Source: an optimization exercise on an open RTL-to-GDS flow (aim: small area, a short achievable clock period and few clock cycles). Production flows keep margins and buffers that such runs may drop.
At most, simulation tests tie the RTL to the original design; equivalence was not proved.
Power is estimated from default activity; no workload was simulated.

==> job 2776: inputs <==
## sys_array_fetcher
module sys_array_fetcher
#(parameter DATA_WIDTH=8,
parameter ARRAY_W=4,
parameter ARRAY_L=4)
(input  clock,
    input  reset_n,
    input  load_params,
    input  start_comp,
    input  [DATA_WIDTH*ARRAY_W*ARRAY_L - 1:0] input_data_a,
    input  [DATA_WIDTH*ARRAY_W*ARRAY_L - 1:0] input_data_b,
    output reg ready,
    output [2*DATA_WIDTH*ARRAY_W*ARRAY_W-1:0] out_data);
localparam CSW = 30;
reg [191:0] sel;                  
wire [191:0] sel_next;
reg [16*CSW-1:0] cs;              
wire [16*CSW-1:0] cs_next;
genvar i, j;
generate
    for (i = 0; i < 64; i = i + 1) begin : booth
        wire b1 = input_data_b[2*i+1];
        wire b0 = input_data_b[2*i];
        wire bm;
        if (i % 4 == 0) begin : lsb
            assign bm = 1'b0;
        end else begin : mid
            assign bm = input_data_b[2*i-1];
        end
        assign sel_next[3*i]   = b0 ^ bm;
        assign sel_next[3*i+1] = (b1 & ~b0 & ~bm) | (~b1 & b0 & bm);
        assign sel_next[3*i+2] = b1 & ~(b0 & bm);
    end
endgenerate
generate
    for (i = 0; i < 4; i = i + 1) begin : row
        for (j = 0; j < 4; j = j + 1) begin : col
            dot4_s1 s1 (.a(input_data_a[32*j +: 32]), .sel(sel[48*i +: 48]),
                        .cs(cs_next[CSW*(4*i+j) +: CSW]));
            dot4_s2 s2 (.cs(cs[CSW*(4*i+j) +: CSW]), .y(out_data[16*(4*i+j) +: 16]));
        end
    end
endgenerate
always @(posedge clock) begin
    if (~reset_n) begin
        sel <= 192'd0;
        ready <= 1'b0;
    end else begin
        if (load_params) sel <= sel_next;
        if (start_comp) ready <= 1'b1;
    end
    if (start_comp) cs <= cs_next;
end
endmodule
Settings: LEC_CHECK=0, CAP_MARGIN=20, CORE_MARGIN=2, CORE_UTILIZATION=55, SETUP_SLACK_MARGIN=1.5, SLEW_MARGIN=20, SYNTH_HIERARCHICAL=1; clock period 6.5 ns.
standard.sh (not shown) runs the stock make flow with config.mk's settings and CLKGATE_MAP_FILE= SYNTH_SCRIPT=/design/flow/synth_recipe.tcl, a recipe that flattens the netlist after the stock synthesis.
==> flow/flow/run.sh <==
#!/bin/bash
# The standard ORFS layout (the standard.sh, standard synthesis included),
# except that the input and output ports are buffered with buf_4 cells
# instead of buffer_ports' default choice.
set -euo pipefail
export BUFFER_PORTS_ARGS="-buffer_cell sky130_fd_sc_hd__buf_4"
bash standard.sh finish > standard.log 2>&1
==> job 3433: changes against job 2776 <==
CORE_UTILIZATION = 40   (was 55)
==> job 3435: changes against job 2776 <==
--- a/flow/design.v
+++ b/flow/design.v
@@ -4,10 +4,14 @@
 endmodule
 module ha_cell (input a, input b, output s, output co);
 assign s = a ^ b;
 assign co = a & b;
 endmodule
+module hainv_cell (input a, input b, output s, output co);
+assign s = ~(a ^ b);
+assign co = a | b;
+endmodule
 module dot4_s1 (input [31:0] a, input [47:0] sel, output [29:0] cs);
 wire s1_1 = a[0] ^ sel[2];
 wire s1_2 = a[1] ^ sel[2];
 wire s1_3 = a[2] ^ sel[2];
 wire s1_4 = a[3] ^ sel[2];
@@ -284,19 +288,19 @@
 wire s1_275, s1_276;
 fa_cell s1_275_u (.a(s1_77), .b(s1_9), .c(~sel[38]), .s(s1_275), .co(s1_276));
 wire s1_277, s1_278;
 fa_cell s1_277_u (.a(s1_273), .b(s1_213), .c(s1_145), .s(s1_277), .co(s1_278));
 wire s1_279, s1_280;
-fa_cell s1_279_u (.a(s1_277), .b(s1_275), .c(1'b1), .s(s1_279), .co(s1_280));
+hainv_cell s1_279_u (.a(s1_277), .b(s1_275), .s(s1_279), .co(s1_280));
 wire s1_281, s1_282;
 fa_cell s1_281_u (.a(s1_146), .b(s1_78), .c(s1_10), .s(s1_281), .co(s1_282));
 wire s1_283, s1_284;
 fa_cell s1_283_u (.a(s1_276), .b(s1_274), .c(s1_214), .s(s1_283), .co(s1_284));
 wire s1_285, s1_286;
 fa_cell s1_285_u (.a(s1_280), .b(s1_278), .c(s1_281), .s(s1_285), .co(s1_286));
 wire s1_287, s1_288;
-fa_cell s1_287_u (.a(s1_285), .b(s1_283), .c(1'b1), .s(s1_287), .co(s1_288));
+hainv_cell s1_287_u (.a(s1_285), .b(s1_283), .s(s1_287), .co(s1_288));
 wire s1_289, s1_290;
 fa_cell s1_289_u (.a(~sel[29]), .b(~sel[17]), .c(~sel[5]), .s(s1_289), .co(s1_290));
 wire s1_291, s1_292;
 fa_cell s1_291_u (.a(s1_26), .b(s1_11), .c(~sel[41]), .s(s1_291), .co(s1_292));
 wire s1_293, s1_294;
@@ -308,11 +312,11 @@
 wire s1_299, s1_300;
 fa_cell s1_299_u (.a(s1_284), .b(s1_295), .c(s1_293), .s(s1_299), .co(s1_300));
 wire s1_301, s1_302;
 fa_cell s1_301_u (.a(s1_299), .b(s1_286), .c(s1_297), .s(s1_301), .co(s1_302));
 wire s1_303, s1_304;
-fa_cell s1_303_u (.a(s1_301), .b(s1_288), .c(1'b1), .s(s1_303), .co(s1_304));
+hainv_cell s1_303_u (.a(s1_301), .b(s1_288), .s(s1_303), .co(s1_304));
 wire s1_305, s1_306;
 fa_cell s1_305_u (.a(s1_80), .b(s1_27), .c(s1_12), .s(s1_305), .co(s1_306));
 wire s1_307, s1_308;
 fa_cell s1_307_u (.a(s1_163), .b(s1_148), .c(s1_95), .s(s1_307), .co(s1_308));
 wire s1_309, s1_310;
@@ -324,11 +328,11 @@
 wire s1_315, s1_316;
 fa_cell s1_315_u (.a(s1_313), .b(s1_311), .c(s1_298), .s(s1_315), .co(s1_316));
 wire s1_317, s1_318;
 fa_cell s1_317_u (.a(s1_302), .b(s1_315), .c(s1_300), .s(s1_317), .co(s1_318));
 wire s1_319, s1_320;
-fa_cell s1_319_u (.a(s1_317), .b(s1_304), .c(1'b1), .s(s1_319), .co(s1_320));
+hainv_cell s1_319_u (.a(s1_317), .b(s1_304), .s(s1_319), .co(s1_320));
 wire s1_321, s1_322;
 fa_cell s1_321_u (.a(~sel[32]), .b(~sel[20]), .c(~sel[8]), .s(s1_321), .co(s1_322));
 wire s1_323, s1_324;
 fa_cell s1_323_u (.a(s1_28), .b(s1_13), .c(~sel[44]), .s(s1_323), .co(s1_324));
 wire s1_325, s1_326;
@@ -368,11 +372,11 @@
 wire s1_359, s1_360;
 fa_cell s1_359_u (.a(s1_336), .b(s1_355), .c(s1_353), .s(s1_359), .co(s1_360));
 wire s1_361, s1_362;
 fa_cell s1_361_u (.a(s1_359), .b(s1_338), .c(s1_357), .s(s1_361), .co(s1_362));
 wire s1_363, s1_364;
-fa_cell s1_363_u (.a(s1_361), .b(s1_340), .c(1'b1), .s(s1_363), .co(s1_364));
+hainv_cell s1_363_u (.a(s1_361), .b(s1_340), .s(s1_363), .co(s1_364));
 wire s1_365, s1_366;
 fa_cell s1_365_u (.a(~sel[35]), .b(~sel[23]), .c(~sel[11]), .s(s1_365), .co(s1_366));
 wire s1_367, s1_368;
 fa_cell s1_367_u (.a(s1_30), .b(s1_15), .c(~sel[47]), .s(s1_367), .co(s1_368));
 wire s1_369, s1_370;
@@ -398,11 +402,11 @@
 wire s1_389, s1_390;
 fa_cell s1_389_u (.a(s1_385), .b(s1_358), .c(s1_383), .s(s1_389), .co(s1_390));
 wire s1_391, s1_392;
 fa_cell s1_391_u (.a(s1_389), .b(s1_387), .c(s1_360), .s(s1_391), .co(s1_392));
 wire s1_393, s1_394;
-fa_cell s1_393_u (.a(s1_364), .b(s1_362), .c(1'b1), .s(s1_393), .co(s1_394));
+hainv_cell s1_393_u (.a(s1_364), .b(s1_362), .s(s1_393), .co(s1_394));
 wire s1_395, s1_396;
 fa_cell s1_395_u (.a(s1_46), .b(s1_31), .c(s1_16), .s(s1_395), .co(s1_396));
 wire s1_397, s1_398;
 fa_cell s1_397_u (.a(s1_99), .b(s1_84), .c(s1_61), .s(s1_397), .co(s1_398));
 wire s1_399, s1_400;
@@ -428,11 +432,11 @@
 wire s1_419, s1_420;
 fa_cell s1_419_u (.a(s1_388), .b(s1_415), .c(s1_413), .s(s1_419), .co(s1_420));
 wire s1_421, s1_422;
 fa_cell s1_421_u (.a(s1_419), .b(s1_390), .c(s1_417), .s(s1_421), .co(s1_422));
 wire s1_423, s1_424;
-fa_cell s1_423_u (.a(s1_421), .b(s1_392), .c(1'b1), .s(s1_423), .co(s1_424));
+hainv_cell s1_423_u (.a(s1_421), .b(s1_392), .s(s1_423), .co(s1_424));
 wire s1_425, s1_426;
 fa_cell s1_425_u (.a(s1_47), .b(s1_32), .c(s1_17), .s(s1_425), .co(s1_426));
 wire s1_427, s1_428;
 fa_cell s1_427_u (.a(s1_100), .b(s1_85), .c(s1_62), .s(s1_427), .co(s1_428));
 wire s1_429, s1_430;
@@ -505,11 +509,11 @@
 wire s1_495, s1_496;
 fa_cell s1_495_u (.a(s1_470), .b(s1_491), .c(s1_468), .s(s1_495), .co(s1_496));
 wire s1_497, s1_498;
 fa_cell s1_497_u (.a(s1_495), .b(s1_472), .c(s1_493), .s(s1_497), .co(s1_498));
 wire s1_499, s1_500;
-fa_cell s1_499_u (.a(s1_497), .b(s1_474), .c(1'b1), .s(s1_499), .co(s1_500));
+hainv_cell s1_499_u (.a(s1_497), .b(s1_474), .s(s1_499), .co(s1_500));
 wire s1_501, s1_502;
 assign s1_501 = s1_65 ^ s1_50;
 assign s1_502 = s1_65 & s1_50;
 wire s1_503, s1_504;
 fa_cell s1_503_u (.a(s1_186), .b(s1_133), .c(s1_118), .s(s1_503), .co(s1_504));
@@ -526,11 +530,11 @@
 wire s1_515, s1_516;
 fa_cell s1_515_u (.a(s1_494), .b(s1_511), .c(s1_492), .s(s1_515), .co(s1_516));
 wire s1_517, s1_518;
 fa_cell s1_517_u (.a(s1_515), .b(s1_496), .c(s1_513), .s(s1_517), .co(s1_518));
 wire s1_519, s1_520;
-fa_cell s1_519_u (.a(s1_517), .b(s1_498), .c(1'b1), .s(s1_519), .co(s1_520));
+hainv_cell s1_519_u (.a(s1_517), .b(s1_498), .s(s1_519), .co(s1_520));
 wire s1_521, s1_522;
 fa_cell s1_521_u (.a(s1_119), .b(s1_66), .c(s1_51), .s(s1_521), .co(s1_522));
 wire s1_523, s1_524;
 fa_cell s1_523_u (.a(s1_202), .b(s1_187), .c(s1_134), .s(s1_523), .co(s1_524));
 wire s1_525, s1_526;
@@ -555,11 +559,11 @@
 wire s1_543, s1_544;
 fa_cell s1_543_u (.a(s1_530), .b(s1_539), .c(s1_528), .s(s1_543), .co(s1_544));
 wire s1_545, s1_546;
 fa_cell s1_545_u (.a(s1_543), .b(s1_532), .c(s1_541), .s(s1_545), .co(s1_546));
 wire s1_547, s1_548;
-fa_cell s1_547_u (.a(s1_545), .b(s1_534), .c(1'b1), .s(s1_547), .co(s1_548));
+hainv_cell s1_547_u (.a(s1_545), .b(s1_534), .s(s1_547), .co(s1_548));
 wire s1_549, s1_550;
 fa_cell s1_549_u (.a(s1_204), .b(s1_136), .c(s1_68), .s(s1_549), .co(s1_550));
 wire s1_551, s1_552;
 fa_cell s1_551_u (.a(s1_549), .b(s1_538), .c(s1_272), .s(s1_551), .co(s1_552));
 wire s1_553, s1_554;
@@ -600,26 +604,25 @@
 endmodule
 module dot4_s2 (input [29:0] cs, output [15:0] y);
 wire s2_1, s2_2;
 fa_cell s2_1_u (.a(cs[14]), .b(cs[13]), .c(cs[12]), .s(s2_1), .co(s2_2));
 wire s2_3, s2_4;
-fa_cell s2_3_u (.a(cs[16]), .b(cs[15]), .c(1'b1), .s(s2_3), .co(s2_4));
+hainv_cell s2_3_u (.a(cs[16]), .b(cs[15]), .s(s2_3), .co(s2_4));
 wire s2_5, s2_6;
-fa_cell s2_5_u (.a(cs[18]), .b(cs[17]), .c(1'b1), .s(s2_5), .co(s2_6));
+hainv_cell s2_5_u (.a(cs[18]), .b(cs[17]), .s(s2_5), .co(s2_6));
 wire s2_7, s2_8;
-fa_cell s2_7_u (.a(cs[20]), .b(cs[19]), .c(1'b1), .s(s2_7), .co(s2_8));
+hainv_cell s2_7_u (.a(cs[20]), .b(cs[19]), .s(s2_7), .co(s2_8));
 wire s2_9, s2_10;
-fa_cell s2_9_u (.a(cs[22]), .b(cs[21]), .c(1'b1), .s(s2_9), .co(s2_10));
+hainv_cell s2_9_u (.a(cs[22]), .b(cs[21]), .s(s2_9), .co(s2_10));
 wire s2_11, s2_12;
-fa_cell s2_11_u (.a(cs[24]), .b(cs[23]), .c(1'b1), .s(s2_11), .co(s2_12));
+hainv_cell s2_11_u (.a(cs[24]), .b(cs[23]), .s(s2_11), .co(s2_12));
 wire s2_13, s2_14;
-fa_cell s2_13_u (.a(cs[26]), .b(cs[25]), .c(1'b1), .s(s2_13), .co(s2_14));
+hainv_cell s2_13_u (.a(cs[26]), .b(cs[25]), .s(s2_13), .co(s2_14));
 wire s2_15 = cs[29] ^ cs[28] ^ cs[27];
-wire [11:0] r0 = {s2_14, s2_12, s2_10, s2_8, s2_6, s2_4, s2_3, s2_1, cs[10], cs[8], cs[6], cs[4]};
-wire [11:0] r1 = {s2_15, s2_13, s2_11, s2_9, s2_7, s2_5, s2_2, 1'b1, cs[11], cs[9], cs[7], cs[5]};
-wire [11:0] hi = ~(r0 + r1 + 1'b1);
-assign y = {hi, ~{cs[3], cs[2], cs[1], cs[0]}};
+wire [11:0] r0 = {~s2_14, ~s2_12, ~s2_10, ~s2_8, ~s2_6, ~s2_4, ~s2_3, ~s2_1, ~cs[10], ~cs[8], ~cs[6], ~cs[4]};
+wire [11:0] r1 = {~s2_15, ~s2_13, ~s2_11, ~s2_9, ~s2_7, ~s2_5, ~s2_2, 1'b0, ~cs[11], ~cs[9], ~cs[7], ~cs[5]};
+assign y = {r0 + r1, ~cs[3], ~cs[2], ~cs[1], ~cs[0]};
 endmodule
 module sys_array_fetcher
 #(parameter DATA_WIDTH=8,
 parameter ARRAY_W=4,
 parameter ARRAY_L=4)
CORE_UTILIZATION = 40   (was 55)
==> notes <==
Sequential power: job 3435 is smaller than job 2776 (about 6%).
The highest cell count belongs to job 3435, the lowest to job 2776.
In job 3433 the cell area is higher than in job 2776, by 1.2%.
Of job 3433 and job 3435, job 3433 has the higher clock skew (gap 0.0081 ns).
Utilization: job 2776 > job 3433 > job 3435.
In job 2776 the synthesized cell count is smaller than in job 3435, by about 10%.
Clock power: job 2776 is smaller than job 3435 (about 5%).
First-iteration DRC count: job 3435 is higher than job 2776 (about 4.5%).
Of job 3433 and job 3435, job 3435 has the higher via count (gap 2.7%, measured against job 3435).
Count of clock-buffer cells in the layout, lowest first: job 2776, job 3435, job 3433.
==> figures <==
quantity                                                                     job 2776               job 3435               job 3433
Status                                                       timing/DRC/antenna clean  timing/DRC/antenna clean  timing/DRC/antenna clean
Post-layout min period                                                        4.98 ns                4.90 ns                5.01 ns
Number of global-route vias before repair                                      99,814                 98,671                 99,798
Worst IR Drop VDD                                                              765 uV                 586 uV                 631 uV
Die ar.                                                                   235,000 um2            330,000 um2            323,000 um2
Max-slew headroom at the worst pin                                              14.0%                  15.5%                  14.6%
Cell area after synthesis                                                 127,000 um2            130,000 um2            127,000 um2
Clock buffer count in the final layout                                            118                    131                    132
Reg2reg start                                                   sel[128]$_SDFFE_PN0P_   sel[25]$_SDFFE_PN0P_    sel[4]$_SDFFE_PN0P_
Iteration-0 DRC Markers                                                        12,073                 12,614                 13,332
Final-layout worst hold slack                                                0.470 ns               0.481 ns               0.498 ns
Area share of the leading cell type in the synthesized netlist                  37.0%                  32.2%                  37.0%
Most used cell, CP                                                                  -  sky130_fd_sc_hd__fa_1  sky130_fd_sc_hd__fa_1
Vias after detailed routing                                                    94,909                 97,665                 95,027
Yosys cell types                                                                   52                     50                     52
Maximum fanout count along the critical path                                        6                     18                     29
Core area                                                                 230,000 um2            324,000 um2            317,000 um2
Post-Place Cell Area                                                      129,000 um2            132,000 um2            130,000 um2
Switching power as a share of total power                                       48.3%                  48.4%                  48.7%
Share of post-route cells with drive strength above 1                           12.3%                  10.1%                  12.6%
WHS Endpoint                                                       ready$_SDFFE_PN0P_   sel[59]$_SDFFE_PN0P_     ready$_SDFFE_PN0P_
Fraction of area in multi-input gates                                           74.7%                  70.3%                  73.8%
Testbench counts of job 3435, summed over its fixed seeds: cycles 584.
The RTL of job 2776 and job 3433 was laid out without a check of its function.

-- port drivers added, routing unchanged --
Ports are ideal in the flow. The routed layouts listed here were re-timed in OpenROAD. Step 1 assumes that a clkbuf_16 drives the clock port and a buf_2 every other input. Step 2, shift: input delay + t, output delay - t, t = (earliest + latest rising clock arrival at the registers) / 2. This alone moves slack from input paths to output paths. Slacks: ideal / step 1 / step 2; pairs: ideal / step 1.
run	t, ns	setup WS [ns]	worst setup path after step 2
job 2776	0.885	1.516 / 1.421 / 0.741	input to register
job 3433	0.943	1.493 / 1.452 / 0.620	input to register
job 3435	0.957	1.599 / 1.509 / 0.784	input to register
After both steps every run listed still meets setup and hold. For job 3433, which loses most, drivers alone change the setup slack by -0.041 ns; drivers and shift together by -0.873 ns.
